This is an optimization exercise on Yosys and OpenROAD, whose aim is small area, a short achievable clock period and few clock cycles per item, not a production implementation. At most, simulation tests tie the RTL to the original design; equivalence was not proved. For run 4, only the layout was checked, not whether the RTL still works. In every run shown here, the design's own scripts or RTL, not TritonCTS, make the clock network. The clock input has no modelled driver; a real chip could not lean on it and would need a root buffer or a full tree.

<file path="design/flow/flow/run.sh">
#!/bin/bash
# Own layout flow: the standard ORFS flow (standard.sh, unchanged synthesis),
# with the port buffers made of sky130_fd_sc_hd__buf_2 instead of the default
# delay-cell buffers, a larger setup-repair margin, and a clock tree of our own:
# a hook after clock-tree synthesis (flow/cts_tree.tcl) rebuilds it as two
# levels of clkbuf_16 (N1 buffers driven by the clock port, N2 leaf buffers
# under each).  Every make step writes its own log under orfs/logs/; make's
# own output goes to standard.log.
set -euo pipefail
export BUFFER_PORTS_ARGS="-buffer_cell sky130_fd_sc_hd__buf_2"
export SETUP_SLACK_MARGIN=7.2
export CTS_ARGS="-sink_clustering_enable -repair_clock_nets -sink_clustering_size 30 -sink_clustering_max_diameter 100 -buf_list sky130_fd_sc_hd__clkbuf_16 -dont_use_dummy_load"
export CLK_TREE_N1=3
export CLK_TREE_N2=4
export POST_CTS_TCL="$PWD/flow/cts_tree.tcl"
bash standard.sh > standard.log 2>&1
</file>
<file path="design/flow/flow/cts_tree.tcl">
# POST_CTS_TCL hook: replace the clock tree that TritonCTS built by a two-level
# tree of our own.  The clock port drives N1 buffers placed at the centres of
# N1 register clusters (k-means on the placed registers); each drives N2 leaf
# buffers at the centres of sub-clusters, which drive the registers.  Every
# register gets the clock through two buffers of the same kind.  Then, as
# cts.tcl does after clock_tree_synthesis, the placement is legalised and
# timing repaired.
proc kmeans {pts nb} {
  # pts: list of {x y payload}; returns list of cluster index per point and centres
  set np [llength $pts]
  set cx 0; set cy 0
  foreach p $pts { set cx [expr {$cx+[lindex $p 0]}]; set cy [expr {$cy+[lindex $p 1]}] }
  set cx [expr {double($cx)/$np}]; set cy [expr {double($cy)/$np}]
  set cent {}
  # init: spread points by angle, pick nb points evenly
  set sorted [lsort -real -index 3 [lmap p $pts {list {*}[lrange $p 0 2] [expr {atan2([lindex $p 1]-$cy,[lindex $p 0]-$cx)}]}]]
  for {set k 0} {$k < $nb} {incr k} {
    set p [lindex $sorted [expr {int(($k+0.5)*$np/$nb)}]]
    lappend cent [list [expr {($cx+[lindex $p 0])/2.0}] [expr {($cy+[lindex $p 1])/2.0}]]
  }
  for {set iter 0} {$iter < 40} {incr iter} {
    set sx [lrepeat $nb 0.0]; set sy [lrepeat $nb 0.0]; set sn [lrepeat $nb 0]
    set asg {}
    foreach p $pts {
      set best 0; set bd 1e30
      for {set k 0} {$k < $nb} {incr k} {
        set c [lindex $cent $k]
        set d [expr {abs([lindex $p 0]-[lindex $c 0])+abs([lindex $p 1]-[lindex $c 1])}]
        if {$d < $bd} { set bd $d; set best $k }
      }
      lappend asg $best
      lset sx $best [expr {[lindex $sx $best]+[lindex $p 0]}]
      lset sy $best [expr {[lindex $sy $best]+[lindex $p 1]}]
      lset sn $best [expr {[lindex $sn $best]+1}]
    }
    for {set k 0} {$k < $nb} {incr k} {
      if {[lindex $sn $k] > 0} { lset cent $k [list [expr {[lindex $sx $k]/[lindex $sn $k]}] [expr {[lindex $sy $k]/[lindex $sn $k]}]] }
    }
  }
  return [list $asg $cent]
}
proc mkbuf {block master name innet x y} {
  set inst [odb::dbInst_create $block $master $name]
  set net [odb::dbNet_create $block "${name}_net"]
  $net setSigType CLOCK
  [$inst findITerm A] connect $innet
  [$inst findITerm X] connect $net
  $inst setLocation [expr {int($x)}] [expr {int($y)}]
  $inst setPlacementStatus PLACED
  return $net
}
proc build_tree2 {n1 n2 bufmaster} {
  set block [ord::get_db_block]
  set master [[ord::get_db] findMaster $bufmaster]
  set clknet [[$block findBTerm clk] getNet]
  set sinks {}; set todo [list $clknet]; set dead {}
  while {[llength $todo]} {
    set n [lindex $todo 0]; set todo [lrange $todo 1 end]
    foreach it [$n getITerms] {
      set inst [$it getInst]; set mn [[$inst getMaster] getName]
      if {[$it isOutputSignal]} continue
      if {[string match "*clkbuf*" $mn] || [string match "*clkinv*" $mn]} {
        lappend todo [[$inst findITerm X] getNet]; lappend dead $inst
      } else { lappend sinks $it }
    }
  }
  foreach inst $dead {
    set on [[$inst findITerm X] getNet]
    foreach it [$on getITerms] { if {[$it getInst] != $inst} { $it disconnect } }
    odb::dbInst_destroy $inst
    if {$on != $clknet} { odb::dbNet_destroy $on }
  }
  set pts {}
  foreach it $sinks {
    set b [[$it getInst] getBBox]
    lappend pts [list [expr {([$b xMin]+[$b xMax])/2}] [expr {([$b yMin]+[$b yMax])/2}] $it]
  }
  lassign [kmeans $pts $n1] asg1 cent1
  set nleaf 0
  for {set a 0} {$a < $n1} {incr a} {
    set sub {}
    foreach p $pts k $asg1 { if {$k == $a} { lappend sub $p } }
    if {![llength $sub]} continue
    set c [lindex $cent1 $a]
    set l1net [mkbuf $block $master "clkbuf_l1_$a" $clknet [lindex $c 0] [lindex $c 1]]
    set m [expr {min($n2, [llength $sub])}]
    lassign [kmeans $sub $m] asg2 cent2
    for {set b 0} {$b < $m} {incr b} {
      set c2 [lindex $cent2 $b]
      set lnet [mkbuf $block $master "clkbuf_l2_${a}_$b" $l1net [lindex $c2 0] [lindex $c2 1]]
      incr nleaf
      foreach p $sub k $asg2 { if {$k == $b} { set it [lindex $p 2]; $it disconnect; $it connect $lnet } }
    }
  }
  puts "my clock tree: $n1 level-1 buffers, $nleaf leaf buffers, [llength $sinks] sinks, removed [llength $dead] buffers"
}
build_tree2 $::env(CLK_TREE_N1) $::env(CLK_TREE_N2) sky130_fd_sc_hd__clkbuf_16
detailed_placement
estimate_parasitics -placement
report_clock_skew
repair_timing_helper
detailed_placement
check_placement -verbose
</file>
<file path="design/flow/standard.sh">
#!/bin/bash
# synth_recipe.tcl (not shown) runs the flow's synth.tcl, then flattens the netlist and writes it again
# the make line also repeats each setting of config.mk as NAME=value (left out here)
make -C /OpenROAD-flow-scripts/flow DESIGN_CONFIG=/design/flow/config.mk WORK_HOME=/design/flow/orfs CLKGATE_MAP_FILE= SYNTH_SCRIPT=/design/flow/synth_recipe.tcl "${@:-finish}"
</file>
<file path="design/flow/config.mk">
export PLATFORM = sky130hd
export DESIGN_NAME = matrixMultiplier
export DESIGN_NICKNAME = matrixMultiplier
export VERILOG_FILES = /design/flow/design.v
export SDC_FILE = /design/flow/constraint.sdc
export NUM_CORES = 4
export LEC_CHECK = 0
export ABC_CLOCK_PERIOD_IN_PS = 3000
export CAP_MARGIN = 20
export CORE_MARGIN = 2
export CORE_UTILIZATION = 65
export SLEW_MARGIN = 20
export SYNTH_HIERARCHICAL = 1
export SYNTH_MINIMUM_KEEP_SIZE = 0
</file>
<file path="design/flow/constraint.sdc">
create_clock -name core_clock -period 10.0 [get_ports {clk}]
set_input_delay 2.0000 -clock core_clock [delete_from_list [all_inputs] [get_ports {clk}]]
set_output_delay 2.0000 -clock core_clock [all_outputs]
set_load 0.01 [all_outputs]
</file>
<file path="design/flow/design.v">
module matrixMultiplier(input st, rst, clk, input [7:0] data_in, output done, output [7:0] dataout);
  reg run, wt, done_r;
  reg [2:0] ph;            
  reg la, lb, w;           
  wire d8, d17, d18, d26;  
  wire start = wt & ~st;
  always @(posedge clk or posedge rst)
    if (rst) begin run <= 1'b0; wt <= 1'b0; done_r <= 1'b0; end
    else begin
      wt <= wt ? st : (~run & st);
      run <= start | (run & ~(w & d18));    
      done_r <= run & lb & d17;             
    end
  assign done = done_r;
  always @(posedge clk) begin
    la <= start | (la & ~d8);
    lb <= ~start & ((lb & ~d17) | (la & d8));
    w <= ~start & (w | d26);
    ph <= start ? 3'b001 : {ph[1:0], ph[2]};    
  end
  reg [7:0] ra0,ra1,ra2,ra3,ra4,ra5,ra6,ra7,ra8;
  reg [7:0] rb0,rb1,rb2,rb3,rb4,rb5,rb6,rb7,rb8;
  wire lda = la;
  wire ldb = lb;
  always @(posedge clk) begin
    ra0 <= lda ? data_in : ra8;
    {ra8,ra7,ra6,ra5,ra4,ra3,ra2,ra1} <= {ra7,ra6,ra5,ra4,ra3,ra2,ra1,ra0};
    rb0 <= ldb ? data_in : rb8;
    {rb8,rb7,rb6,rb5,rb4,rb3,rb2,rb1} <= {rb7,rb6,rb5,rb4,rb3,rb2,rb1,rb0};
  end
  reg [2:0] sa;
  reg [4:0] sb;
  wire ke = ph[1];
  always @(posedge clk) begin
    if (start) begin sa <= 3'd2; sb <= 5'd4; end
    else begin
      if (ke & ~sb[2]) sa <= {sa[1:0], sa[2]};
      sb <= ke ? {sb[1], sb[0], sb[2], 2'b00} : {1'b0, sb[4:1]};
    end
  end
  assign d8 = sa[0] & sb[3] & ph[2];
  assign d17 = sa[2] & sb[3] & ph[2];
  assign d18 = sa[2] & sb[2] & ph[0];
  assign d26 = sa[1] & sb[3] & ph[2];
  reg [7:0] ar, br;
  always @(posedge clk) begin
    ar <= ({8{sa[0]}} & ra1) | ({8{sa[1]}} & ra4) | ({8{sa[2]}} & ra7);
    br <= ({8{sb[0]}} & rb0) | ({8{sb[1]}} & rb2) | ({8{sb[2]}} & rb4) | ({8{sb[3]}} & rb6) | ({8{sb[4]}} & rb8);
  end
  wire pp0_0 = ar[0] & br[0];
  wire pp0_1 = ar[1] & br[0];
  wire pp0_2 = ar[2] & br[0];
  wire pp0_3 = ar[3] & br[0];
  wire pp0_4 = ar[4] & br[0];
  wire pp0_5 = ar[5] & br[0];
  wire pp0_6 = ar[6] & br[0];
  wire pp0_7 = ar[7] & br[0];
  wire pp1_0 = ar[0] & br[1];
  wire pp1_1 = ar[1] & br[1];
  wire pp1_2 = ar[2] & br[1];
  wire pp1_3 = ar[3] & br[1];
  wire pp1_4 = ar[4] & br[1];
  wire pp1_5 = ar[5] & br[1];
  wire pp1_6 = ar[6] & br[1];
  wire pp1_7 = ar[7] & br[1];
  wire pp2_0 = ar[0] & br[2];
  wire pp2_1 = ar[1] & br[2];
  wire pp2_2 = ar[2] & br[2];
  wire pp2_3 = ar[3] & br[2];
  wire pp2_4 = ar[4] & br[2];
  wire pp2_5 = ar[5] & br[2];
  wire pp2_6 = ar[6] & br[2];
  wire pp2_7 = ar[7] & br[2];
  wire pp3_0 = ar[0] & br[3];
  wire pp3_1 = ar[1] & br[3];
  wire pp3_2 = ar[2] & br[3];
  wire pp3_3 = ar[3] & br[3];
  wire pp3_4 = ar[4] & br[3];
  wire pp3_5 = ar[5] & br[3];
  wire pp3_6 = ar[6] & br[3];
  wire pp3_7 = ar[7] & br[3];
  wire pp4_0 = ar[0] & br[4];
  wire pp4_1 = ar[1] & br[4];
  wire pp4_2 = ar[2] & br[4];
  wire pp4_3 = ar[3] & br[4];
  wire pp4_4 = ar[4] & br[4];
  wire pp4_5 = ar[5] & br[4];
  wire pp4_6 = ar[6] & br[4];
  wire pp4_7 = ar[7] & br[4];
  wire pp5_0 = ar[0] & br[5];
  wire pp5_1 = ar[1] & br[5];
  wire pp5_2 = ar[2] & br[5];
  wire pp5_3 = ar[3] & br[5];
  wire pp5_4 = ar[4] & br[5];
  wire pp5_5 = ar[5] & br[5];
  wire pp5_6 = ar[6] & br[5];
  wire pp5_7 = ar[7] & br[5];
  wire pp6_0 = ar[0] & br[6];
  wire pp6_1 = ar[1] & br[6];
  wire pp6_2 = ar[2] & br[6];
  wire pp6_3 = ar[3] & br[6];
  wire pp6_4 = ar[4] & br[6];
  wire pp6_5 = ar[5] & br[6];
  wire pp6_6 = ar[6] & br[6];
  wire pp6_7 = ar[7] & br[6];
  wire pp7_0 = ar[0] & br[7];
  wire pp7_1 = ar[1] & br[7];
  wire pp7_2 = ar[2] & br[7];
  wire pp7_3 = ar[3] & br[7];
  wire pp7_4 = ar[4] & br[7];
  wire pp7_5 = ar[5] & br[7];
  wire pp7_6 = ar[6] & br[7];
  wire pp7_7 = ar[7] & br[7];
  wire n1, n2;
  ha un1 (pp0_6, pp1_5, n1, n2);
  wire n3, n4;
  fa un3 (pp0_7, pp1_6, pp2_5, n3, n4);
  wire n5, n6;
  ha un5 (pp3_4, pp4_3, n5, n6);
  wire n7, n8;
  fa un7 (pp1_7, pp2_6, pp3_5, n7, n8);
  wire n9, n10;
  ha un9 (pp4_4, pp5_3, n9, n10);
  wire n11, n12;
  fa un11 (pp2_7, pp3_6, pp4_5, n11, n12);
  wire n13, n14;
  ha un13 (pp0_4, pp1_3, n13, n14);
  wire n15, n16;
  fa un15 (pp0_5, pp1_4, pp2_3, n15, n16);
  wire n17, n18;
  ha un17 (pp3_2, pp4_1, n17, n18);
  wire n19, n20;
  fa un19 (pp2_4, pp3_3, pp4_2, n19, n20);
  wire n21, n22;
  fa un21 (pp5_1, pp6_0, n1, n21, n22);
  wire n23, n24;
  fa un23 (pp5_2, pp6_1, pp7_0, n23, n24);
  wire n25, n26;
  fa un25 (n2, n3, n5, n25, n26);
  wire n27, n28;
  fa un27 (pp6_2, pp7_1, n4, n27, n28);
  wire n29, n30;
  fa un29 (n6, n7, n9, n29, n30);
  wire n31, n32;
  fa un31 (pp5_4, pp6_3, pp7_2, n31, n32);
  wire n33, n34;
  fa un33 (n8, n10, n11, n33, n34);
  wire n35, n36;
  fa un35 (pp3_7, pp4_6, pp5_5, n35, n36);
  wire n37, n38;
  fa un37 (pp6_4, pp7_3, n12, n37, n38);
  wire n39, n40;
  fa un39 (pp4_7, pp5_6, pp6_5, n39, n40);
  wire n41, n42;
  ha un41 (pp0_3, pp1_2, n41, n42);
  wire n43, n44;
  fa un43 (pp2_2, pp3_1, pp4_0, n43, n44);
  wire n45, n46;
  fa un45 (pp5_0, n14, n15, n45, n46);
  wire n47, n48;
  fa un47 (n16, n18, n19, n47, n48);
  wire n49, n50;
  fa un49 (n20, n22, n23, n49, n50);
  wire n51, n52;
  fa un51 (n24, n26, n27, n51, n52);
  wire n53, n54;
  fa un53 (n28, n30, n31, n53, n54);
  wire n55, n56;
  fa un55 (n32, n34, n35, n55, n56);
  wire n57, n58;
  fa un57 (pp7_4, n36, n38, n57, n58);
  wire n59, n60;
  fa un59 (pp5_7, pp6_6, pp7_5, n59, n60);
  wire n61, n62;
  ha un61 (pp0_2, pp1_1, n61, n62);
  wire n63, n64;
  fa un63 (pp2_1, pp3_0, n41, n63, n64);
  wire n65, n66;
  fa un65 (n13, n42, n43, n65, n66);
  wire n67, n68;
  fa un67 (n17, n44, n45, n67, n68);
  wire n69, n70;
  fa un69 (n21, n46, n47, n69, n70);
  wire n71, n72;
  fa un71 (n25, n48, n49, n71, n72);
  wire n73, n74;
  fa un73 (n29, n50, n51, n73, n74);
  wire n75, n76;
  fa un75 (n33, n52, n53, n75, n76);
  wire n77, n78;
  fa un77 (n37, n54, n55, n77, n78);
  wire n79, n80;
  fa un79 (n39, n56, n57, n79, n80);
  wire n81, n82;
  fa un81 (n40, n58, n59, n81, n82);
  wire n83, n84;
  fa un83 (pp6_7, pp7_6, n60, n83, n84);
  reg [14:0] cs0;
  reg [13:0] cs1;
  always @(posedge clk) begin
    cs0 <= {pp7_7, n82, n80, n78, n76, n74, n72, n70, n68, n66, n64, n62, pp2_0, pp0_1, pp0_0};
    cs1 <= {n84, n83, n81, n79, n77, n75, n73, n71, n69, n67, n65, n63, n61, pp1_0};
  end
  wire [15:0] x0 = {1'b0, cs0[14], cs0[13], cs0[12], cs0[11], cs0[10], cs0[9], cs0[8], cs0[7], cs0[6], cs0[5], cs0[4], cs0[3], cs0[2], cs0[1], cs0[0]};
  wire [15:0] x1 = {1'b0, cs1[13], cs1[12], cs1[11], cs1[10], cs1[9], cs1[8], cs1[7], cs1[6], cs1[5], cs1[4], cs1[3], cs1[2], cs1[1], cs1[0], 1'b0};
  reg [16:0] acc;
  reg [7:0] lo, mid;       
  reg [1:0] hi;
  wire last = ph[0];       
  wire [17:0] sum;
  wire s0 = acc[0] ^ x0[0];
  wire c0 = acc[0] & x0[0];
  wire s1 = acc[1] ^ x0[1] ^ x1[1];
  wire c1 = (acc[1] & x0[1]) | (acc[1] & x1[1]) | (x0[1] & x1[1]);
  wire s2 = acc[2] ^ x0[2] ^ x1[2];
  wire c2 = (acc[2] & x0[2]) | (acc[2] & x1[2]) | (x0[2] & x1[2]);
  wire s3 = acc[3] ^ x0[3] ^ x1[3];
  wire c3 = (acc[3] & x0[3]) | (acc[3] & x1[3]) | (x0[3] & x1[3]);
  wire s4 = acc[4] ^ x0[4] ^ x1[4];
  wire c4 = (acc[4] & x0[4]) | (acc[4] & x1[4]) | (x0[4] & x1[4]);
  wire s5 = acc[5] ^ x0[5] ^ x1[5];
  wire c5 = (acc[5] & x0[5]) | (acc[5] & x1[5]) | (x0[5] & x1[5]);
  wire s6 = acc[6] ^ x0[6] ^ x1[6];
  wire c6 = (acc[6] & x0[6]) | (acc[6] & x1[6]) | (x0[6] & x1[6]);
  wire s7 = acc[7] ^ x0[7] ^ x1[7];
  wire c7 = (acc[7] & x0[7]) | (acc[7] & x1[7]) | (x0[7] & x1[7]);
  wire s8 = acc[8] ^ x0[8] ^ x1[8];
  wire c8 = (acc[8] & x0[8]) | (acc[8] & x1[8]) | (x0[8] & x1[8]);
  wire s9 = acc[9] ^ x0[9] ^ x1[9];
  wire c9 = (acc[9] & x0[9]) | (acc[9] & x1[9]) | (x0[9] & x1[9]);
  wire s10 = acc[10] ^ x0[10] ^ x1[10];
  wire c10 = (acc[10] & x0[10]) | (acc[10] & x1[10]) | (x0[10] & x1[10]);
  wire s11 = acc[11] ^ x0[11] ^ x1[11];
  wire c11 = (acc[11] & x0[11]) | (acc[11] & x1[11]) | (x0[11] & x1[11]);
  wire s12 = acc[12] ^ x0[12] ^ x1[12];
  wire c12 = (acc[12] & x0[12]) | (acc[12] & x1[12]) | (x0[12] & x1[12]);
  wire s13 = acc[13] ^ x0[13] ^ x1[13];
  wire c13 = (acc[13] & x0[13]) | (acc[13] & x1[13]) | (x0[13] & x1[13]);
  wire s14 = acc[14] ^ x0[14] ^ x1[14];
  wire c14 = (acc[14] & x0[14]) | (acc[14] & x1[14]) | (x0[14] & x1[14]);
  wire kg0_0 = s0 & 1'b0;
  wire kp0_0 = s0 ^ 1'b0;
  wire kg1_0 = s1 & c0;
  wire kp1_0 = s1 ^ c0;
  wire kg2_0 = s2 & c1;
  wire kp2_0 = s2 ^ c1;
  wire kg3_0 = s3 & c2;
  wire kp3_0 = s3 ^ c2;
  wire kg4_0 = s4 & c3;
  wire kp4_0 = s4 ^ c3;
  wire kg5_0 = s5 & c4;
  wire kp5_0 = s5 ^ c4;
  wire kg6_0 = s6 & c5;
  wire kp6_0 = s6 ^ c5;
  wire kg7_0 = s7 & c6;
  wire kp7_0 = s7 ^ c6;
  wire kg8_0 = s8 & c7;
  wire kp8_0 = s8 ^ c7;
  wire kg9_0 = s9 & c8;
  wire kp9_0 = s9 ^ c8;
  wire kg10_0 = s10 & c9;
  wire kp10_0 = s10 ^ c9;
  wire kg11_0 = s11 & c10;
  wire kp11_0 = s11 ^ c10;
  wire kg12_0 = s12 & c11;
  wire kp12_0 = s12 ^ c11;
  wire kg13_0 = s13 & c12;
  wire kp13_0 = s13 ^ c12;
  wire kg14_0 = s14 & c13;
  wire kp14_0 = s14 ^ c13;
  wire kg15_0 = acc[15] & c14;
  wire kp15_0 = acc[15] ^ c14;
  wire kg16_0 = acc[16] & 1'b0;
  wire kp16_0 = acc[16] ^ 1'b0;
  wire kg17_0 = 1'b0 & 1'b0;
  wire kp17_0 = 1'b0 ^ 1'b0;
  wire kG1_1 = kg1_0 | (kp1_0 & kg0_0);
  wire kP1_1 = kp1_0 & kp0_0;
  wire kG3_2 = kg3_0 | (kp3_0 & kg2_0);
  wire kP3_2 = kp3_0 & kp2_0;
  wire kG5_3 = kg5_0 | (kp5_0 & kg4_0);
  wire kP5_3 = kp5_0 & kp4_0;
  wire kG7_4 = kg7_0 | (kp7_0 & kg6_0);
  wire kP7_4 = kp7_0 & kp6_0;
  wire kG9_5 = kg9_0 | (kp9_0 & kg8_0);
  wire kP9_5 = kp9_0 & kp8_0;
  wire kG11_6 = kg11_0 | (kp11_0 & kg10_0);
  wire kP11_6 = kp11_0 & kp10_0;
  wire kG13_7 = kg13_0 | (kp13_0 & kg12_0);
  wire kP13_7 = kp13_0 & kp12_0;
  wire kG15_8 = kg15_0 | (kp15_0 & kg14_0);
  wire kP15_8 = kp15_0 & kp14_0;
  wire kG17_9 = kg17_0 | (kp17_0 & kg16_0);
  wire kP17_9 = kp17_0 & kp16_0;
  wire kG3_10 = kG3_2 | (kP3_2 & kG1_1);
  wire kP3_10 = kP3_2 & kP1_1;
  wire kG7_11 = kG7_4 | (kP7_4 & kG5_3);
  wire kP7_11 = kP7_4 & kP5_3;
  wire kG11_12 = kG11_6 | (kP11_6 & kG9_5);
  wire kP11_12 = kP11_6 & kP9_5;
  wire kG15_13 = kG15_8 | (kP15_8 & kG13_7);
  wire kP15_13 = kP15_8 & kP13_7;
  wire kG7_14 = kG7_11 | (kP7_11 & kG3_10);
  wire kP7_14 = kP7_11 & kP3_10;
  wire kG15_15 = kG15_13 | (kP15_13 & kG11_12);
  wire kP15_15 = kP15_13 & kP11_12;
  wire kG15_16 = kG15_15 | (kP15_15 & kG7_14);
  wire kP15_16 = kP15_15 & kP7_14;
  wire kG11_17 = kG11_12 | (kP11_12 & kG7_14);
  wire kP11_17 = kP11_12 & kP7_14;
  wire kG5_18 = kG5_3 | (kP5_3 & kG3_10);
  wire kP5_18 = kP5_3 & kP3_10;
  wire kG9_19 = kG9_5 | (kP9_5 & kG7_14);
  wire kP9_19 = kP9_5 & kP7_14;
  wire kG13_20 = kG13_7 | (kP13_7 & kG11_17);
  wire kP13_20 = kP13_7 & kP11_17;
  wire kG17_21 = kG17_9 | (kP17_9 & kG15_16);
  wire kP17_21 = kP17_9 & kP15_16;
  wire kG2_22 = kg2_0 | (kp2_0 & kG1_1);
  wire kP2_22 = kp2_0 & kP1_1;
  wire kG4_23 = kg4_0 | (kp4_0 & kG3_10);
  wire kP4_23 = kp4_0 & kP3_10;
  wire kG6_24 = kg6_0 | (kp6_0 & kG5_18);
  wire kP6_24 = kp6_0 & kP5_18;
  wire kG8_25 = kg8_0 | (kp8_0 & kG7_14);
  wire kP8_25 = kp8_0 & kP7_14;
  wire kG10_26 = kg10_0 | (kp10_0 & kG9_19);
  wire kP10_26 = kp10_0 & kP9_19;
  wire kG12_27 = kg12_0 | (kp12_0 & kG11_17);
  wire kP12_27 = kp12_0 & kP11_17;
  wire kG14_28 = kg14_0 | (kp14_0 & kG13_20);
  wire kP14_28 = kp14_0 & kP13_20;
  wire kG16_29 = kg16_0 | (kp16_0 & kG15_16);
  wire kP16_29 = kp16_0 & kP15_16;
  assign sum[0] = kp0_0;
  assign sum[1] = kp1_0 ^ kg0_0;
  assign sum[2] = kp2_0 ^ kG1_1;
  assign sum[3] = kp3_0 ^ kG2_22;
  assign sum[4] = kp4_0 ^ kG3_10;
  assign sum[5] = kp5_0 ^ kG4_23;
  assign sum[6] = kp6_0 ^ kG5_18;
  assign sum[7] = kp7_0 ^ kG6_24;
  assign sum[8] = kp8_0 ^ kG7_14;
  assign sum[9] = kp9_0 ^ kG8_25;
  assign sum[10] = kp10_0 ^ kG9_19;
  assign sum[11] = kp11_0 ^ kG10_26;
  assign sum[12] = kp12_0 ^ kG11_17;
  assign sum[13] = kp13_0 ^ kG12_27;
  assign sum[14] = kp14_0 ^ kG13_20;
  assign sum[15] = kp15_0 ^ kG14_28;
  assign sum[16] = kp16_0 ^ kG15_16;
  assign sum[17] = kp17_0 ^ kG16_29;
  always @(posedge clk) begin
    acc <= last ? 17'd0 : sum[16:0];
    lo <= last ? sum[7:0] : mid;
    mid <= last ? sum[15:8] : {6'd0, hi};
    hi <= sum[17:16];
  end
  assign dataout = lo;
endmodule
module fa(input a, b, c, output s, co);
  assign s = a ^ b ^ c;
  assign co = (a & b) | (a & c) | (b & c);
endmodule
module ha(input a, b, output s, co);
  assign s = a ^ b;
  assign co = a & b;
endmodule
</file>
==> impl_results.md, run 1 <==
- Reg-to-reg critical path startpoint: cs0[7]
- Biggest register: acc
- Average cell area after synthesis: 13.7 µm²
- DR DRC count: 0
- # rows: 40
- Post-synth EDFFs: 0
- Total gr overflow: 0
- CTS sink cnt: 241
- Post-Syn Area: 7910 µm²
- Yosys cell types: 35
- Fraction of layout cells with a size suffix above 1: 11.2%
- Async S/R FF share, synth: 1.24%
- GRT Total Usage: 21.3%
- Worst Path Arrival: 0.78 ns
- Port bufs: 19
- Total I/O pin count: 20
- Final wirelength: 13000 µm
- Post-DP HPWL: 9390 µm
- Crit. End Element: output port
- Number of global-route vias before repair: 4239
- CP Cell Sequence: buf_2
- Crit Path Class: reg2out
- Slowest-stage cell, CP: dfrtp_1
- Worst setup path startpoint: done_r
- Final Max Tran Viols: 0
- Top_reg_cell synth: dfxtp_1
- Skew final: 0.0188 ns
- Initial Util: 66.2%
- Routed length on met1: 5860 µm
- Hold_sp: ra0[2]
- Clk slew on worst S/H paths: 0.08 ns
- Required @ worst endpoint: 8.00 ns
- Chip Height: 114 µm
- Avg WL per Cell: 17.5 µm
- Crit path time final: 2.78 ns
- Hold Crit Class: reg2reg
- Setup TNS Final: 0 ns
- Met3 Routed Length: 358 µm
- Cells after Synth: 577
- Max-Cap Viols: 0
- Post-synthesis sequential area ratio: 61.2%
- Worst Max-Slew Pin Slew: 0.595 ns
- #FFs+latches synth: 241
- DP Area: 8140 µm²
- Final instance area: 8560 µm²
- Area Growth Syn to Fin: 8.22%
- # setup viols final: 0
- Met2 WL: 6510 µm
- Post-Syn Nets: 668
- Worst skew pair latency: 0.30 ns
- Max reg flops: 17
- Final hold violations: 0
- DRT iter0 DRCs: 176
- Antenna-violating nets left: 0
- DIE AREA: 13100 µm²
- Buffers plus inverters on the worst setup path: 1
- Via density: 5.36
- First-pass DRT Iterations: 5
- Die X-Extent: 114 µm
- Status: no timing/DRC/antenna violations
- Startpoint Class: register
- Max-slew headroom: 60.3%
- Crit path max-delay family: flip-flops
- First-pass GRT wire length: 21300 µm
- Final Cycle Share: 27.8%
- Crit path largest cell delay: 0.36 ns
- Ant diodes: 0
- Pin count of the biggest net entering global routing: 38
- GP Congestion: 0.810
- Final core occ: 71.6%
- Top sig layer: met4
- Synth Warn #: 7
- Nets: 691
- Maximum clock rate: 0.359 GHz
- Core Box Area: 12000 µm²
- Largest regs: acc: 17 flops, cs0: 15 flops, cs1: 14 flops
- CP Max Fanout: 1
- RSZ-0062 raised after global routing: yes
- DR vias: 3994
- Initial antenna violation count: 0
==> cell type report <==
cell class | count | area [µm²]
flip-flops and latches | 241 | 4840
fillers | 787 | 3400
multi-input cells | 299 | 2980
plain buffers | 15 | 375
well taps | 147 | 184
repair buffers | 20 | 103
inverters | 23 | 86.3
==> synth_stat cells (all sizes together) (3+ instances only) <==
cell | count | area (µm²)
dfxtp | 238 | 4760
and2 | 69 | 432
fa | 56 | 1120
ha | 24 | 300
inv | 23 | 86.3
mux2 | 22 | 248
nor2 | 21 | 78.8
nand2 | 19 | 71.3
a222oi | 16 | 160
nor2b | 13 | 81.3
a21oi | 10 | 50.1
a22oi | 9 | 67.6
clkbuf | 9 | 33.8
xnor2 | 7 | 61.3
buf | 5 | 23.8
mux2i | 4 | 40.0
o21a | 4 | 30.0
a21o | 3 | 22.5
dfrtp | 3 | 75.1
o211ai | 3 | 32.5
o21ai | 3 | 15.0
==> Yosys stat by module (local to each module, per instance) <==
module	flops+latches	cells
fa	0	1
ha	0	1
matrixMultiplier	241	535
==> placed cells by master (no fill, tap or decap), types with 3 or more instances in the layout <==
cell       synthesis  layout
dfxtp_1          238     238
and2_1            69      69
fa_1              56      55
inv_1             23      23
mux2_2            22      22
ha_1              24      22
nor2_1            21      21
nand2_1           19      19
buf_2              4      19
a222oi_1          16      16
clkbuf_16          0      15
nor2b_1           13      13
a21oi_1           10       9
a22oi_1            9       9
xnor2_1            7       5
o21a_1             4       4
mux2i_1            4       4
a21o_1             3       3
o21ai_0            3       3
dfrtp_1            3       3
==> final timing paths <==
| path | end | slack, ns | cells after the start |
|---|---|---|---|
| max in group asynchronous | run | 8.31 | 2 |
| hold reg to reg | ra1[2] | 0.33 | 0 |
| hold / removal | ra1[2] | 0.33 | 0 |
| setup reg to reg | mid[6] | 7.22 | 10 |
| min in group asynchronous | done_r | 1.55 | 2 |
| setup / recovery | done | 7.22 | 1 |
==> stage by stage <==
| step | setup slack, ns | hold WS [ns] | std cells |
|---|---|---|---|
| 3_3_place_gp | 7.22 | 0.310 | 730 |
| 3_5_place_dp | 7.10 | 0.312 | 730 |
| 2_1_floorplan | 7.38 | 0.310 | 577 |
| 6_report | 7.22 | 0.330 | 745 |
| 5_1_grt | 7.15 | 0.337 | 745 |
==> logic make-up (layout without fill, tap and decap cells) <==
logic type | count (synthesis) | in the layout | synth area share, %
flops | 241 | 241 | 61.2
simple gates | 133 | 133 | 9.25
fa+ha+maj | 80 | 80 | 18.0
compound gates | 53 | 53 | 5.41
buf+inv | 37 | 58 | 1.82
mux | 26 | 26 | 3.64
xor+xnor | 7 | 7 | 0.775
==> metal layers <==
metal  vias up  track usage, %
met1      1982            28.0
met5         -               0
li1       1927               -
met3        26            3.07
met2        59            37.0
met4         0            6.34
Testbench counts, summed over its fixed seeds: cycles 7,680, items 160.
==> run 2: changes to the inputs <==
--- a/design/flow/flow/run.sh
+++ b/design/flow/flow/run.sh
@@ -13,3 +13,3 @@
 export CLK_TREE_N1=3
-export CLK_TREE_N2=4
+export CLK_TREE_N2=3
 export POST_CTS_TCL="$PWD/flow/cts_tree.tcl"
==> impl_results.md, run 2 <==
- GRT Total Usage: 21.2%
- Die X-Extent: 114 µm
- Post-synth EDFFs: 0
- Slowest-stage cell, CP: dfrtp_1
- Synth Warn #: 7
- Crit path time final: 2.78 ns
- Crit Path Class: reg2out
- Number of global-route vias before repair: 4190
- Antenna-violating nets left: 0
- Top cell type's share of synthesized area: 60.2%
- Total I/O pin count: 20
- CP Cell Sequence: buf_2
- Async S/R FF share, synth: 1.24%
- DIE AREA: 13100 µm²
- Required @ worst endpoint: 8.00 ns
- GP Congestion: 0.810
- Ant diodes: 0
- Crit path largest cell delay: 0.36 ns
- Worst Path Arrival: 0.78 ns
- Commonest cells after routing, fill and taps aside: dfxtp_1 (236), and2_1 (69), fa_1 (55), inv_1 (23), mux2_2 (22)
- DR vias: 3994
- # setup viols final: 0
- Final Max Tran Viols: 0
- Port bufs: 19
- Max-Cap Viols: 0
- #FFs+latches synth: 241
- Final Cycle Share: 27.8%
- Post-DP HPWL: 9390 µm
- Setup TNS Final: 0 ns
- Post-synthesis sequential area ratio: 61.2%
- Average cell area after synthesis: 13.7 µm²
- Final core occ: 71.1%
- Status: no timing/DRC/antenna violations
- WHS: 0.319 ns
- Nets: 688
- Via density: 5.38
- Cells after Synth: 577
- Crit path max-delay family: flip-flops
- Synth top cells by count: dfxtp_1 (238), and2_1 (69), fa_1 (56)
- Synth top area cells: dfxtp_1 (60%), fa_1 (14%), and2_1 (5.5%), ha_1 (3.8%), mux2_2 (3.1%)
- Skew final: 0.0324 ns
- Crit. End Element: output port
- Pin count of the biggest net entering global routing: 38
- Final wirelength: 13000 µm
- Post-Syn Area: 7910 µm²
- Chip Height: 114 µm
- Total gr overflow: 0
- RSZ-0062 raised after global routing: yes
- Startpoint Class: register
- Most numerous cell in the Yosys netlist: dfxtp_1
- Register-to-register path setup slack: 7.29 ns
- Biggest register: acc
- DRT iter0 DRCs: 224
- Initial Util: 66.2%
- Pre-CTS setup slack: 7.10 ns
- Hold Crit Class: reg2reg
- Top_reg_cell synth: dfxtp_1
- Final worst setup slack: 7.22 ns
- Avg WL per Cell: 17.6 µm
- Clk slew on worst S/H paths: 0.11 ns
- DR DRC count: 0
- Most common cell after layout, fill and taps aside: dfxtp_1
- Largest area contributor in the netlist: dfxtp_1
- Core Box Area: 12000 µm²
- Worst skew pair latency: 0.31 ns
- First-pass GRT wire length: 21300 µm
- Final hold violations: 0
- Initial antenna violation count: 0
- CP Max Fanout: 1
- Worst Max-Slew Pin Slew: 0.598 ns
- First-pass DRT Iterations: 6
- Yosys cell types: 35
- Largest regs: acc: 17 flops, cs0: 15 flops, cs1: 14 flops
- Max reg flops: 17
- Buffers plus inverters on the worst setup path: 1
- Post-Syn Nets: 668
- Fraction of layout cells with a size suffix above 1: 11.3%
- CTS sink cnt: 241
- Area Growth Syn to Fin: 7.46%
- Maximum clock rate: 0.360 GHz
- # rows: 40
- Max-slew headroom: 60.1%
run 2: kinds of logic after synthesis:
family / count (synthesis) / share of synthesized area [%]
buffers and inverters: 37 / 1.82
XOR/XNOR: 7 / 0.775
multiplexers: 26 / 3.64
adder cells (fa/ha/maj): 80 / 18.0
flip-flops: 241 / 61.2
AO/OA/AOI/OAI: 53 / 5.41
AND/OR/NAND/NOR: 133 / 9.25
run 2: worst paths after layout:
path,startpoint,end,cells past startpoint
worst max-delay path,done_r,done,1
worst min-delay path,ra0[2],ra1[2],0
worst max register to register,br[0],cs1[7],5
worst min register to register,ra0[2],ra1[2],0
max in group asynchronous,rst,done_r,2
min in group asynchronous,rst,wt,2
run 2: final cells by class:
class | instances | area, µm²
Fill cell | 796 | 3460
Timing Repair Buffer | 20 | 103
Buffer | 12 | 300
Tap cell | 147 | 184
Sequential cell | 241 | 4840
Inverter | 23 | 86.3
Multi-Input combinational cell | 299 | 2990
run 2: per-module statistics from Yosys, one instance, submodules excluded:
module | flops+latches | cell area (µm²) | cells inside | times used
fa | 0 | 20.0 | 1 | 35
ha | 0 | 12.5 | 1 | 7
matrixMultiplier | 241 | 7130 | 535 | 1
run 2: stage by stage:
stage / cell area (µm²) / cells
after floorplan: 7910 / 577
after global routing: 8500 / 742
final: 8500 / 742
after detailed placement: 8140 / 730
after global placement: 8140 / 730
run 2: metal layers:
metal | share of wire (%) | up-vias | GRT usage [%]
met5 | 0 | - | 0
met4 | 1.3 | 0 | 4.72
met3 | 3.9 | 14 | 3.18
met2 | 51 | 78 | 37.4
met1 | 44 | 1973 | 28.1
li1 | - | 1929 | -
==> run 3: changes to the inputs <==
--- a/design/flow/flow/cts_tree.tcl
+++ b/design/flow/flow/cts_tree.tcl
@@ -1,3 +1,3 @@
 # POST_CTS_TCL hook: replace the clock tree that TritonCTS built by a two-level
-# tree of our own.  The clock port drives N1 buffers placed at the centres of
+# tree of our own.  The clock port drives N1 buffers (clkbuf_8) placed at the centres of
 # N1 register clusters (k-means on the placed registers); each drives N2 leaf
@@ -51,5 +51,6 @@
 }
-proc build_tree2 {n1 n2 bufmaster} {
+proc build_tree2 {n1 n2 bufmaster l1master} {
   set block [ord::get_db_block]
   set master [[ord::get_db] findMaster $bufmaster]
+  set l1 [[ord::get_db] findMaster $l1master]
   set clknet [[$block findBTerm clk] getNet]
@@ -84,3 +85,3 @@
     set c [lindex $cent1 $a]
-    set l1net [mkbuf $block $master "clkbuf_l1_$a" $clknet [lindex $c 0] [lindex $c 1]]
+    set l1net [mkbuf $block $l1 "clkbuf_l1_$a" $clknet [lindex $c 0] [lindex $c 1]]
     set m [expr {min($n2, [llength $sub])}]
@@ -96,3 +97,3 @@
 }
-build_tree2 $::env(CLK_TREE_N1) $::env(CLK_TREE_N2) sky130_fd_sc_hd__clkbuf_16
+build_tree2 $::env(CLK_TREE_N1) $::env(CLK_TREE_N2) sky130_fd_sc_hd__clkbuf_16 sky130_fd_sc_hd__clkbuf_8
 detailed_placement
==> impl_results.md, run 3 <==
- Fraction of layout cells with a size suffix above 1: 11.3%
- Average cell area after synthesis: 13.7 µm²
- Nets: 688
- Buffers plus inverters on the worst setup path: 1
- Status: no timing/DRC/antenna violations
- Ant diodes: 0
- Worst Max-Slew Pin Slew: 0.605 ns
- Largest regs: acc: 17 flops, cs0: 15 flops, cs1: 14 flops
- Fillers: 799
- First-pass DRT Iterations: 5
- Total gr overflow: 0
- Register area: 4840 µm²
- Post-Syn Nets: 668
- DR vias: 3999
- Post-DP HPWL: 9390 µm
- Crit path time final: 2.80 ns
- Top_reg_cell synth: dfxtp_1
- Maximum clock rate: 0.358 GHz
- Post-synthesis sequential area ratio: 61.2%
- Number of global-route vias before repair: 4174
- CTS sink cnt: 241
- CP Cell Sequence: buf_2
- Avg WL per Cell: 17.6 µm
- Max-slew headroom: 59.6%
- Total I/O pin count: 20
- Final core occ: 70.8%
- Biggest register: acc
- First-pass GRT wire length: 21200 µm
- Die X-Extent: 114 µm
- Pin count of the biggest net entering global routing: 38
- Most numerous cell in the Yosys netlist: dfxtp_1
- Antenna-violating nets left: 0
- Crit. End Element: output port
- Hold Crit Class: reg2reg
- Skew final: 0.0269 ns
- Max-Cap Viols: 0
- Async S/R FF share, synth: 1.24%
- Slowest-stage cell, CP: dfrtp_1
- Post-Syn Area: 7910 µm²
- Crit path max-delay family: flip-flops
- Synth top cells by count: dfxtp_1 (238), and2_1 (69), fa_1 (56)
- Chip Height: 114 µm
- DR DRC count: 0
- Largest area contributor in the netlist: dfxtp_1
- Core Box Area: 12000 µm²
- # rows: 40
- Setup TNS Final: 0 ns
- Final Max Tran Viols: 0
- Required @ worst endpoint: 8.00 ns
- DIE AREA: 13100 µm²
- Max reg flops: 17
- Startpoint Class: register
- Final Cycle Share: 28.0%
- RSZ-0062 raised after global routing: yes
- Clk slew on worst S/H paths: 0.11 ns
- Cells after Synth: 577
- # setup viols final: 0
- Via density: 5.39
- #FFs+latches synth: 241
- Commonest cells after routing, fill and taps aside: dfxtp_1 (236), and2_1 (69), fa_1 (55), inv_1 (23), mux2_2 (22)
- Worst Path Arrival: 0.80 ns
- Port bufs: 19
- Crit path largest cell delay: 0.36 ns
- Initial antenna violation count: 0
- Multi-input logic area: 2990 µm²
- Top cell type's share of synthesized area: 60.2%
- Area Growth Syn to Fin: 7.04%
- Initial Util: 66.2%
- Yosys cell types: 35
- GP Congestion: 0.810
- Worst skew pair latency: 0.34 ns
- CP Max Fanout: 1
- Crit Path Class: reg2out
- Final hold violations: 0
- Post-synth EDFFs: 0
- Synth top area cells: dfxtp_1 (60%), fa_1 (14%), and2_1 (5.5%), ha_1 (3.8%), mux2_2 (3.1%)
- Synth Warn #: 7
- GRT Total Usage: 21.2%
- DRT iter0 DRCs: 217
- Final wirelength: 13000 µm
- Most common cell after layout, fill and taps aside: dfxtp_1
[run 3: cell counts after synthesis]
Identical to the previous run, type by type.
[run 3: metal layers]
metal,global-route usage [%],wire length [µm],part of all wire (%),vias to the layer above
met5,0,0,0,-
met4,4.96,208,1.6,0
met3,3.07,475,3.6,14
met2,37.3,6640,51,77
met1,27.9,5730,44,1984
li1,-,-,-,1924
[run 3: path summary, 6_finish.rpt]
path	cells after the start	slack [ns]	to	from
setup / recovery	1	7.20	done	done_r
setup reg to reg	10	7.30	mid[6]	cs0[7]
hold reg to reg	0	0.32	ra1[2]	ra0[2]
hold / removal	0	0.32	ra1[2]	ra0[2]
min in group asynchronous	2	1.53	wt	rst
max in group asynchronous	2	8.33	done_r	rst
[run 3: area by class of cell]
| class | count | area share (%) |
|---|---|---|
| Multi-Input combinational cell | 299 | 35.3 |
| Timing Repair Buffer | 20 | 1.21 |
| Sequential cell | 241 | 57.2 |
| Tap cell | 147 | 2.17 |
| Buffer | 12 | 3.15 |
| Inverter | 23 | 1.02 |
[run 3: cell families after synthesis]
logic type      Yosys count  synth area share [%]
compound gates           53                  5.41
simple gates            133                  9.25
fa+ha+maj                80                  18.0
mux                      26                  3.64
buf+inv                  37                  1.82
flops                   241                  61.2
xor+xnor                  7                 0.775
[run 3: metrics by stage]
step | instance area [µm²] | instances | hold WS, ns | setup WS, ns
after global routing | 8470 | 742 | 0.327 | 7.17
after global placement | 8140 | 730 | 0.310 | 7.22
after detailed placement | 8140 | 730 | 0.312 | 7.10
after floorplan | 7910 | 577 | 0.310 | 7.38
final | 8470 | 742 | 0.318 | 7.20
[run 3: Yosys stat by module (local to each module, per instance)]
module / cells / copies in the design
ha: 1 / 7
matrixMultiplier: 535 / 1
fa: 1 / 35
==> run 4: changes to the inputs <==
--- a/design/flow/design.v
+++ b/design/flow/design.v
@@ -210,32 +210,32 @@
   wire [17:0] sum;
-  wire s0 = acc[0] ^ x0[0];
-  wire c0 = acc[0] & x0[0];
-  wire s1 = acc[1] ^ x0[1] ^ x1[1];
-  wire c1 = (acc[1] & x0[1]) | (acc[1] & x1[1]) | (x0[1] & x1[1]);
-  wire s2 = acc[2] ^ x0[2] ^ x1[2];
-  wire c2 = (acc[2] & x0[2]) | (acc[2] & x1[2]) | (x0[2] & x1[2]);
-  wire s3 = acc[3] ^ x0[3] ^ x1[3];
-  wire c3 = (acc[3] & x0[3]) | (acc[3] & x1[3]) | (x0[3] & x1[3]);
-  wire s4 = acc[4] ^ x0[4] ^ x1[4];
-  wire c4 = (acc[4] & x0[4]) | (acc[4] & x1[4]) | (x0[4] & x1[4]);
-  wire s5 = acc[5] ^ x0[5] ^ x1[5];
-  wire c5 = (acc[5] & x0[5]) | (acc[5] & x1[5]) | (x0[5] & x1[5]);
-  wire s6 = acc[6] ^ x0[6] ^ x1[6];
-  wire c6 = (acc[6] & x0[6]) | (acc[6] & x1[6]) | (x0[6] & x1[6]);
-  wire s7 = acc[7] ^ x0[7] ^ x1[7];
-  wire c7 = (acc[7] & x0[7]) | (acc[7] & x1[7]) | (x0[7] & x1[7]);
-  wire s8 = acc[8] ^ x0[8] ^ x1[8];
-  wire c8 = (acc[8] & x0[8]) | (acc[8] & x1[8]) | (x0[8] & x1[8]);
-  wire s9 = acc[9] ^ x0[9] ^ x1[9];
-  wire c9 = (acc[9] & x0[9]) | (acc[9] & x1[9]) | (x0[9] & x1[9]);
-  wire s10 = acc[10] ^ x0[10] ^ x1[10];
-  wire c10 = (acc[10] & x0[10]) | (acc[10] & x1[10]) | (x0[10] & x1[10]);
-  wire s11 = acc[11] ^ x0[11] ^ x1[11];
-  wire c11 = (acc[11] & x0[11]) | (acc[11] & x1[11]) | (x0[11] & x1[11]);
-  wire s12 = acc[12] ^ x0[12] ^ x1[12];
-  wire c12 = (acc[12] & x0[12]) | (acc[12] & x1[12]) | (x0[12] & x1[12]);
-  wire s13 = acc[13] ^ x0[13] ^ x1[13];
-  wire c13 = (acc[13] & x0[13]) | (acc[13] & x1[13]) | (x0[13] & x1[13]);
-  wire s14 = acc[14] ^ x0[14] ^ x1[14];
-  wire c14 = (acc[14] & x0[14]) | (acc[14] & x1[14]) | (x0[14] & x1[14]);
+  wire s0, c0;
+  ha us0 (acc[0], x0[0], s0, c0);
+  wire s1, c1;
+  fa us1 (acc[1], x0[1], x1[1], s1, c1);
+  wire s2, c2;
+  fa us2 (acc[2], x0[2], x1[2], s2, c2);
+  wire s3, c3;
+  fa us3 (acc[3], x0[3], x1[3], s3, c3);
+  wire s4, c4;
+  fa us4 (acc[4], x0[4], x1[4], s4, c4);
+  wire s5, c5;
+  fa us5 (acc[5], x0[5], x1[5], s5, c5);
+  wire s6, c6;
+  fa us6 (acc[6], x0[6], x1[6], s6, c6);
+  wire s7, c7;
+  fa us7 (acc[7], x0[7], x1[7], s7, c7);
+  wire s8, c8;
+  fa us8 (acc[8], x0[8], x1[8], s8, c8);
+  wire s9, c9;
+  fa us9 (acc[9], x0[9], x1[9], s9, c9);
+  wire s10, c10;
+  fa us10 (acc[10], x0[10], x1[10], s10, c10);
+  wire s11, c11;
+  fa us11 (acc[11], x0[11], x1[11], s11, c11);
+  wire s12, c12;
+  fa us12 (acc[12], x0[12], x1[12], s12, c12);
+  wire s13, c13;
+  fa us13 (acc[13], x0[13], x1[13], s13, c13);
+  wire s14, c14;
+  fa us14 (acc[14], x0[14], x1[14], s14, c14);
   wire kg0_0 = s0 & 1'b0;
--- a/design/flow/flow/cts_tree.tcl
+++ b/design/flow/flow/cts_tree.tcl
@@ -1,3 +1,3 @@
 # POST_CTS_TCL hook: replace the clock tree that TritonCTS built by a two-level
-# tree of our own.  The clock port drives N1 buffers (clkbuf_8) placed at the centres of
+# tree of our own.  The clock port drives N1 buffers placed at the centres of
 # N1 register clusters (k-means on the placed registers); each drives N2 leaf
@@ -51,6 +51,5 @@
 }
-proc build_tree2 {n1 n2 bufmaster l1master} {
+proc build_tree2 {n1 n2 bufmaster} {
   set block [ord::get_db_block]
   set master [[ord::get_db] findMaster $bufmaster]
-  set l1 [[ord::get_db] findMaster $l1master]
   set clknet [[$block findBTerm clk] getNet]
@@ -85,3 +84,3 @@
     set c [lindex $cent1 $a]
-    set l1net [mkbuf $block $l1 "clkbuf_l1_$a" $clknet [lindex $c 0] [lindex $c 1]]
+    set l1net [mkbuf $block $master "clkbuf_l1_$a" $clknet [lindex $c 0] [lindex $c 1]]
     set m [expr {min($n2, [llength $sub])}]
@@ -97,3 +96,3 @@
 }
-build_tree2 $::env(CLK_TREE_N1) $::env(CLK_TREE_N2) sky130_fd_sc_hd__clkbuf_16 sky130_fd_sc_hd__clkbuf_8
+build_tree2 $::env(CLK_TREE_N1) $::env(CLK_TREE_N2) sky130_fd_sc_hd__clkbuf_16
 detailed_placement
==> impl_results.md, run 4 <==
- Most common cell after layout, fill and taps aside: dfxtp_1
- DR DRC count: 0
- Slowest-stage cell, CP: dfrtp_1
- Avg WL per Cell: 17.2 µm
- DR vias: 3974
- Chip Height: 114 µm
- Register area: 4840 µm²
- Post-Syn Nets: 663
- Worst Max-Slew Pin Slew: 0.628 ns
- Worst skew pair latency: 0.31 ns
- CP Max Fanout: 1
- Final worst setup slack: 7.13 ns
- DRT iter0 DRCs: 253
- Via density: 5.38
- CTS sink cnt: 241
- Status: no timing/DRC/antenna violations
- Synthesized-area fraction occupied by adder cells: 18.0%
- Die X-Extent: 114 µm
- Top_reg_cell synth: dfxtp_1
- Most numerous cell in the Yosys netlist: dfxtp_1
- Yosys cell types: 37
- WHS: 0.332 ns
- Gr busiest metal: met2
- CP Cell Sequence: buf_6
- Post-synth EDFFs: 0
- Post-synthesis mux area share: 3.89%
- # setup viols final: 0
- Antenna-violating nets left: 0
- Final Cycle Share: 28.7%
- First-pass GRT wire length: 21300 µm
- Ant diodes: 0
- Post-DP HPWL: 8940 µm
- GP Congestion: 0.804
- Synth top cells by count: dfxtp_1 (238), and2_1 (70), fa_1 (56)
- Required @ worst endpoint: 8.00 ns
- Crit path time final: 2.87 ns
- First-pass DRT Iterations: 7
- Pre-CTS setup slack: 7.22 ns
- Async S/R FF share, synth: 1.24%
- Grt met2 use: 35.4%
- Initial antenna violation count: 0
- Commonest cells after routing, fill and taps aside: dfxtp_1 (238), and2_1 (70), fa_1 (56), mux2_2 (22), ha_1 (22)
- XOR/XNOR share of the synthesized area: 0.775%
- Final Max Tran Viols: 0
- Met1 Usage GRT: 29.4%
- Synth Warn #: 7
- Biggest register: acc
- Hold Crit Class: reg2reg
- Top cell type's share of synthesized area: 60.3%
- Worst Path Arrival: 0.87 ns
- Worst setup path startpoint: done_r
- Total I/O pin count: 20
- DIE AREA: 13100 µm²
- Number of global-route vias before repair: 4120
- Post-synthesis sequential area ratio: 61.2%
- Skew final: 0.0382 ns
- Port bufs: 19
- Fillers: 831
- Setup TNS Final: 0 ns
- Largest regs: acc: 17 flops, cs0: 15 flops, cs1: 14 flops
- GRT Total Usage: 21.1%
- RSZ-0062 raised after global routing: yes
- Crit path max-delay family: flip-flops
- Buffers plus inverters on the worst setup path: 1
- Cells after Synth: 572
- Core Box Area: 12000 µm²
- # rows: 40
- Final wirelength: 12700 µm
- Met3 Track Usage GR: 2.86%
- Clk slew on worst S/H paths: 0.11 ns
- Reg-to-reg critical path startpoint: acc[2]
- Fraction of layout cells with a size suffix above 1: 10.8%
- Final hold violations: 0
- Post-synthesis simple-gate area fraction: 9.27%
- Average cell area after synthesis: 13.8 µm²
- Max-slew headroom: 58.1%
- Nets: 684
- Post-Syn Area: 7910 µm²
- #FFs+latches synth: 241
- Crit path largest cell delay: 0.42 ns
- Initial Util: 66.1%
- Area Growth Syn to Fin: 7.39%
- Compound-Gate Fraction of Synth Area: 5.16%
- Maximum clock rate: 0.348 GHz
- Total gr overflow: 0
- Hold_sp: rb1[1]
- Main combinational cell family by area after synthesis: adder cells
- Crit. End Element: output port
- Max-Cap Viols: 0
- Max reg flops: 17
- Largest area contributor in the netlist: dfxtp_1
- Startpoint Class: register
- Crit Path Class: reg2out
- Pin count of the biggest net entering global routing: 37
- Multi-input logic area: 2980 µm²
- Synth top area cells: dfxtp_1 (60%), fa_1 (14%), and2_1 (5.5%), ha_1 (3.8%), mux2_2 (3.1%)
==> run 4: kinds of logic after synthesis <==
kind of cell,count (synthesis)
AO/OA/AOI/OAI,50
XOR/XNOR,7
adder cells (fa/ha/maj),80
buffers and inverters,34
flip-flops,241
multiplexers,28
AND/OR/NAND/NOR,132
==> run 4: path summary, 6_finish.rpt <==
path	to	slack, ns	cells after the start
min in group asynchronous	run	1.52	2
min	rb2[1]	0.33	0
min reg2reg	rb2[1]	0.33	0
max reg2reg	acc[15]	7.30	9
max in group asynchronous	wt	8.34	2
max	done	7.13	1
==> run 4: metal layers <==
layer | part of all wire (%) | wire length, µm
met4 | 1.6 | 203
met3 | 4.2 | 529
met1 | 45 | 5760
met2 | 49 | 6230
met5 | 0 | 0
==> run 4: cell type report <==
cell class / count / share of cell area, %
flip-flops and latches: 241 / 57.0
multi-input cells: 297 / 35.0
plain buffers: 12 / 3.54
well taps: 147 / 2.17
repair buffers: 21 / 1.37
inverters: 20 / 0.884
==> run 4: modules after synthesis, one instance, submodules excluded <==
module	flip-flops and latches	cells inside
ha	0	1
matrixMultiplier	241	515
fa	0	1
==> run 4: stage by stage <==
step	util, %	std cells	cell area [µm²]
6_report	71.0	738	8490
3_5_place_dp	68.0	725	8130
3_3_place_gp	68.0	725	8130
5_1_grt	71.0	738	8490
2_1_floorplan	-	572	7910

==> afterwards: timing with drivers on the ports <==
The results above use ideal ports. As a check the final layouts listed here were re-extracted and re-timed, cells and wires unchanged.
Step 1 sets driving cells, clkbuf_16 on the clock port and buf_2 on the other inputs (assumed; they add their load-dependent delay and slew).
Step 2 moves the port delays by t, midway between the first and last clock arrival at a register: inputs arrive t later, outputs are due t later. That takes back most of the time a late clock gives input paths.
Three values: no drivers, after step 1, after step 2; two values: the first two.
| run | shift t [ns] | slack for setup (ns) | hold slack, ns | worst setup path at the end |
|---|---|---|---|---|
| run 1 | 0.365 | 7.216 / 7.146 / 7.216 | 0.330 / 0.330 / 0.330 | register to register |
| run 2 | 0.372 | 7.220 / 7.149 / 7.270 | 0.319 / 0.319 / 0.319 | input to register |
| run 3 | 0.382 | 7.203 / 7.142 / 7.265 | 0.318 / 0.318 / 0.318 | input to register |
| run 4 | 0.367 | 7.127 / 7.056 / 7.295 | 0.332 / 0.332 / 0.332 | input to register |
After both steps setup and hold are still met in every run listed.
